Context: an optimization exercise on an open-source flow, tuned for small area, a short achievable clock period and few clock cycles per item. The choices shown serve that exercise and are no tape-out recipe.
The RTL was checked by simulation tests, not by an equivalence proof against the original design.
Power and IR drop assume default switching activity.

Setup of north:
// func
module func(
	input clk_i,
	input rst_i,
	input start_i,
	input [7:0] a_i,
	input [7:0] b_i,
	input change_mode,
	output [1:0] busy_o,
	output [15:0] y_o
);
Size: ~570 cells after synthesis, about 38 I/O pins.
==> module func, before the edit <==
module func(
	input clk_i,
	input rst_i,
	input start_i,
	input [7:0] a_i,
	input [7:0] b_i,
	input change_mode,
	output [1:0] busy_o,
	output [15:0] y_o
);
  reg [7:0] a;
  reg [3:0] root;
  reg busy;
  reg mode;
  reg show_hi, show_lo;
  wire cleared = ~(show_hi | show_lo);
  wire next_mode = mode ^ change_mode;
  reg [23:0] row1;
  reg [16:0] row2;
  reg row_c;
  wire next_c;
  wire [19:0] hi_sum = {row1[23:5], 1'b1} + {1'b0, 1'b0, row2[16], row2[15], row2[14], row2[13], row2[12], row2[11], row2[10], row2[9], row2[8], row2[7], row2[6], row2[5], row2[4], row2[3], row2[2], row2[1], row2[0], row_c};
  wire [3:0] result_sqrt;
  wire [23:0] next1;
  wire [16:0] next2;
  wire [23:0] part_result;
  wire accept = start_i & ~busy;
  sqrt sqrt1(.x_i(b_i), .y_o(result_sqrt));
  cube cube1(.x_bi(a), .s_i(root), .r1_o(next1), .r2_o(next2), .cin_o(next_c));
  assign part_result = {hi_sum[19:1], row1[4:0]};
  assign busy_o = {1'b0, busy};
  assign y_o[7:0] = ({8{show_hi}} & part_result[23:16]) | ({8{show_lo}} & part_result[7:0]);
  assign y_o[15:8] = {8{show_lo}} & part_result[15:8];
  always @(posedge clk_i) begin
    row1 <= next1;
    row2 <= next2;
    row_c <= next_c;
    if (accept) begin
      a <= a_i;
      root <= result_sqrt;
    end
    if (rst_i) begin
      mode <= 1'b0;
      busy <= 1'b0;
      show_hi <= 1'b0;
      show_lo <= 1'b0;
    end else begin
      mode <= next_mode;
      busy <= accept;
      show_hi <= next_mode & (accept | ~cleared);
      show_lo <= ~next_mode & (accept | ~cleared);
    end
  end
endmodule
clock: 5.0 ns
lec_check: 0
cap_margin: 20
core_margin: 2
core_utilization: 65
place_density: 0.75
setup_slack_margin: 1.5
slew_margin: 20
run.sh (not shown) runs the stock make flow with config.mk's settings and CLKGATE_MAP_FILE= SYNTH_SCRIPT=/design/flow/synth_recipe.tcl, a recipe that flattens the netlist after the stock synthesis.
north reached the end of the flow, and the finished layout is clean on the timing, DRC and antenna checks.
Testbench counts of north, summed over its fixed seeds: cycles 3,200, items 1,600.
Modified inputs, south compared to north
==> flow/design.v, changed modules only <==
module func(
	input clk_i,
	input rst_i,
	input start_i,
	input [7:0] a_i,
	input [7:0] b_i,
	input change_mode,
	output [1:0] busy_o,
	output [15:0] y_o
);
  reg [7:0] a;
  reg [3:0] root;
  reg busy;
  reg mode;
  reg cleared;
  reg [23:0] row1;
  reg [16:0] row2;
  reg row_c;
  wire next_c;
  wire [19:0] hi_sum = {row1[23:5], 1'b1} + {1'b0, 1'b0, row2[16], row2[15], row2[14], row2[13], row2[12], row2[11], row2[10], row2[9], row2[8], row2[7], row2[6], row2[5], row2[4], row2[3], row2[2], row2[1], row2[0], row_c};
  wire [3:0] result_sqrt;
  wire [23:0] next1;
  wire [16:0] next2;
  wire [23:0] part_result;
  wire accept = start_i & ~busy;
  sqrt sqrt1(.x_i(b_i), .y_o(result_sqrt));
  cube cube1(.x_bi(a), .s_i(root), .r1_o(next1), .r2_o(next2), .cin_o(next_c));
  assign part_result = cleared ? 24'd0 : {hi_sum[19:1], row1[4:0]};
  assign busy_o = {1'b0, busy};
  assign y_o[7:0] = mode ? part_result[23:16] : part_result[7:0];
  assign y_o[15:8] = mode ? 8'h00 : part_result[15:8];
  always @(posedge clk_i) begin
    row1 <= next1;
    row2 <= next2;
    row_c <= next_c;
    if (accept) begin
      a <= a_i;
      root <= result_sqrt;
    end
    if (rst_i) begin
      mode <= 1'b0;
      busy <= 1'b0;
      cleared <= 1'b1;
    end else begin
      if (change_mode) mode <= ~mode;
      busy <= accept;
      if (accept) cleared <= 1'b0;
    end
  end
endmodule
--- outcome ---
Changes observed in south relative to north: die area saw a decrease; cell count saw an increase; count of filler cells inserted in the layout saw an increase; worst setup slack after layout saw an increase; final cycle utilization of the critical path saw a decrease.
Testbench counts of south, summed over its fixed seeds: cycles 3,200, items 1,600.

oak:
func again, from the RTL that the note above started with.
Settings: LEC_CHECK=0, CAP_MARGIN=20, CORE_MARGIN=2, CORE_UTILIZATION=65, PLACE_DENSITY=0.75, SETUP_SLACK_MARGIN=1.5, SLEW_MARGIN=20, SYNTH_HIERARCHICAL=1, SYNTH_MINIMUM_KEEP_SIZE=0; clock period 5.0 ns.
Testbench counts of oak, summed over its fixed seeds: cycles 3,200, items 1,600.
Input changes introduced in pine (baseline for comparison: oak):
-- flow/design.v --
<<< oak, line 19
  input [3:0] s_i,
  output [23:0] r1_o,
  output [16:0] r2_o,
  output cin_o
);
>>> pine, line 19
  input [3:0] s_i,
  output [23:0] r1_o,
  output [13:0] r2_o,
  output cin_o
);
<<< oak, line 210
  wire fs61, fc61;
  csa_fa fa61 (.a(h3[8]), .b(h2x3[9] & l[3]), .c(fc46), .s(fs61), .co(fc61));
  wire hs8, hc8;
  csa_ha ha8 (.a(l3[0]), .b(s_i[0]), .s(hs8), .co(hc8));
  wire fs62, fc62;
  csa_fa fa62 (.a(s_i[1]), .b(hc8), .c(l3[1]), .s(fs62), .co(fc62));
  wire fs63, fc63;
  csa_fa fa63 (.a(s_i[2]), .b(l3[2]), .c(fc62), .s(fs63), .co(fc63));
  wire fs64, fc64;
  csa_fa fa64 (.a(s_i[3]), .b(l3[3]), .c(fc63), .s(fs64), .co(fc64));
  wire fs65, fc65;
  csa_fa fa65 (.a(l3[4]), .b(l2x3[0] & h[0]), .c(fc64), .s(fs65), .co(fc65));
  assign r1_o = {h3[11], h3[10], h3[9], fs61, fs60, fc58, fc57, fc56, fc55, fc54, fc53, fc52, fc51, fc50, fc49, fc48, fc47, hc7, l2x3[1] & h[0], fs65, fs64, fs63, fs62, hs8};
  assign r2_o = {fc61, fc60, fc59, fs59, fs58, fs57, fs56, fs55, fs54, fs53, fs52, fs51, fs50, fs49, fs48, fs47, hs7};
  assign cin_o = fc65;
endmodule
`timescale 1ns / 1ps
>>> pine, line 210
  wire fs61, fc61;
  csa_fa fa61 (.a(h3[8]), .b(h2x3[9] & l[3]), .c(fc46), .s(fs61), .co(fc61));
  wire [8:0] lo_sum = {1'b0, fc47, hc7, hs7, l3[4], s_i[3], s_i[2], s_i[1], l3[0]} + {1'b0, fs48, fs47, l2x3[1] & h[0], l2x3[0] & h[0], l3[3], l3[2], l3[1], s_i[0]};
  assign r1_o = {h3[11], h3[10], h3[9], fs61, fs60, fc58, fc57, fc56, fc55, fc54, fc53, fc52, fc51, fc50, fc49, fc48, lo_sum[7], lo_sum[6], lo_sum[5], lo_sum[4], lo_sum[3], lo_sum[2], lo_sum[1], lo_sum[0]};
  assign r2_o = {fc61, fc60, fc59, fs59, fs58, fs57, fs56, fs55, fs54, fs53, fs52, fs51, fs50, fs49};
  assign cin_o = lo_sum[8];
endmodule
`timescale 1ns / 1ps
<<< oak, line 255
  wire next_mode = mode ^ change_mode;
  reg [23:0] row1;
  reg [16:0] row2;
  reg row_c;
  wire next_c;
  wire [19:0] hi_sum = {row1[23:5], 1'b1} + {1'b0, 1'b0, row2[16], row2[15], row2[14], row2[13], row2[12], row2[11], row2[10], row2[9], row2[8], row2[7], row2[6], row2[5], row2[4], row2[3], row2[2], row2[1], row2[0], row_c};
  wire [3:0] result_sqrt;
  wire [23:0] next1;
  wire [16:0] next2;
  wire [23:0] part_result;
  wire accept = start_i & ~busy;
  sqrt sqrt1(.x_i(b_i), .y_o(result_sqrt));
  cube cube1(.x_bi(a), .s_i(root), .r1_o(next1), .r2_o(next2), .cin_o(next_c));
  assign part_result = {hi_sum[19:1], row1[4:0]};
  assign busy_o = {1'b0, busy};
  assign y_o[7:0] = ({8{show_hi}} & part_result[23:16]) | ({8{show_lo}} & part_result[7:0]);
>>> pine, line 246
  wire next_mode = mode ^ change_mode;
  reg [23:0] row1;
  reg [13:0] row2;
  reg row_c;
  wire next_c;
  wire [16:0] hi_sum = {row1[23:8], 1'b1} + {1'b0, 1'b0, row2[13], row2[12], row2[11], row2[10], row2[9], row2[8], row2[7], row2[6], row2[5], row2[4], row2[3], row2[2], row2[1], row2[0], row_c};
  wire [3:0] result_sqrt;
  wire [23:0] next1;
  wire [13:0] next2;
  wire [23:0] part_result;
  wire accept = start_i & ~busy;
  sqrt sqrt1(.x_i(b_i), .y_o(result_sqrt));
  cube cube1(.x_bi(a), .s_i(root), .r1_o(next1), .r2_o(next2), .cin_o(next_c));
  assign part_result = {hi_sum[16:1], row1[7:0]};
  assign busy_o = {1'b0, busy};
  assign y_o[7:0] = ({8{show_hi}} & part_result[23:16]) | ({8{show_lo}} & part_result[7:0]);
--- outcome ---
oak leaves less setup margin than pine. Between oak and pine, the flow reports number of well-tap cells placed increasing by a few percent. Relative to oak, part of the cycle the worst path needs has gone down in pine. On hold slack, oak loses to pine. Sequential power, pine and oak: lower on pine. The final reports for pine and oak show number of clock buffer instances in the layout lower in the former. Compared with oak, in pine synthesized net count moved up, half-perimeter wire length of the detailed placement result moved up, die area moved up.
Testbench counts of pine, summed over its fixed seeds: cycles 3,200, items 1,600.

## re-timing with driven ports
The results above use ideal ports. As a check the final layouts listed here were re-extracted and re-timed, cells and wires unchanged.
Step 1 sets driving cells, clkbuf_16 on the clock port and buf_2 on the other inputs (assumed; they add their load-dependent delay and slew).
Step 2 adds t to the input delays and takes it off the output delays; t is the mean of the earliest and latest rising clock arrival at the registers after step 1. Input paths then give back, and output paths get back, about the clock's delay inside the block.
Slacks: ideal / step 1 / step 2; pairs: ideal / step 1.
run | shift t [ns] | setup WS [ns] | worst register clock-pin slew, ns
north | 0.367 | 1.388 / 1.354 / 1.577 | 0.08 / 0.08
south | 0.364 | 1.488 / 1.454 / 1.567 | 0.07 / 0.07
oak | 0.367 | 1.446 / 1.413 / 1.602 | 0.08 / 0.08
pine | 0.353 | 1.534 / 1.500 / 1.655 | 0.11 / 0.11
After both steps every run listed still meets setup and hold.
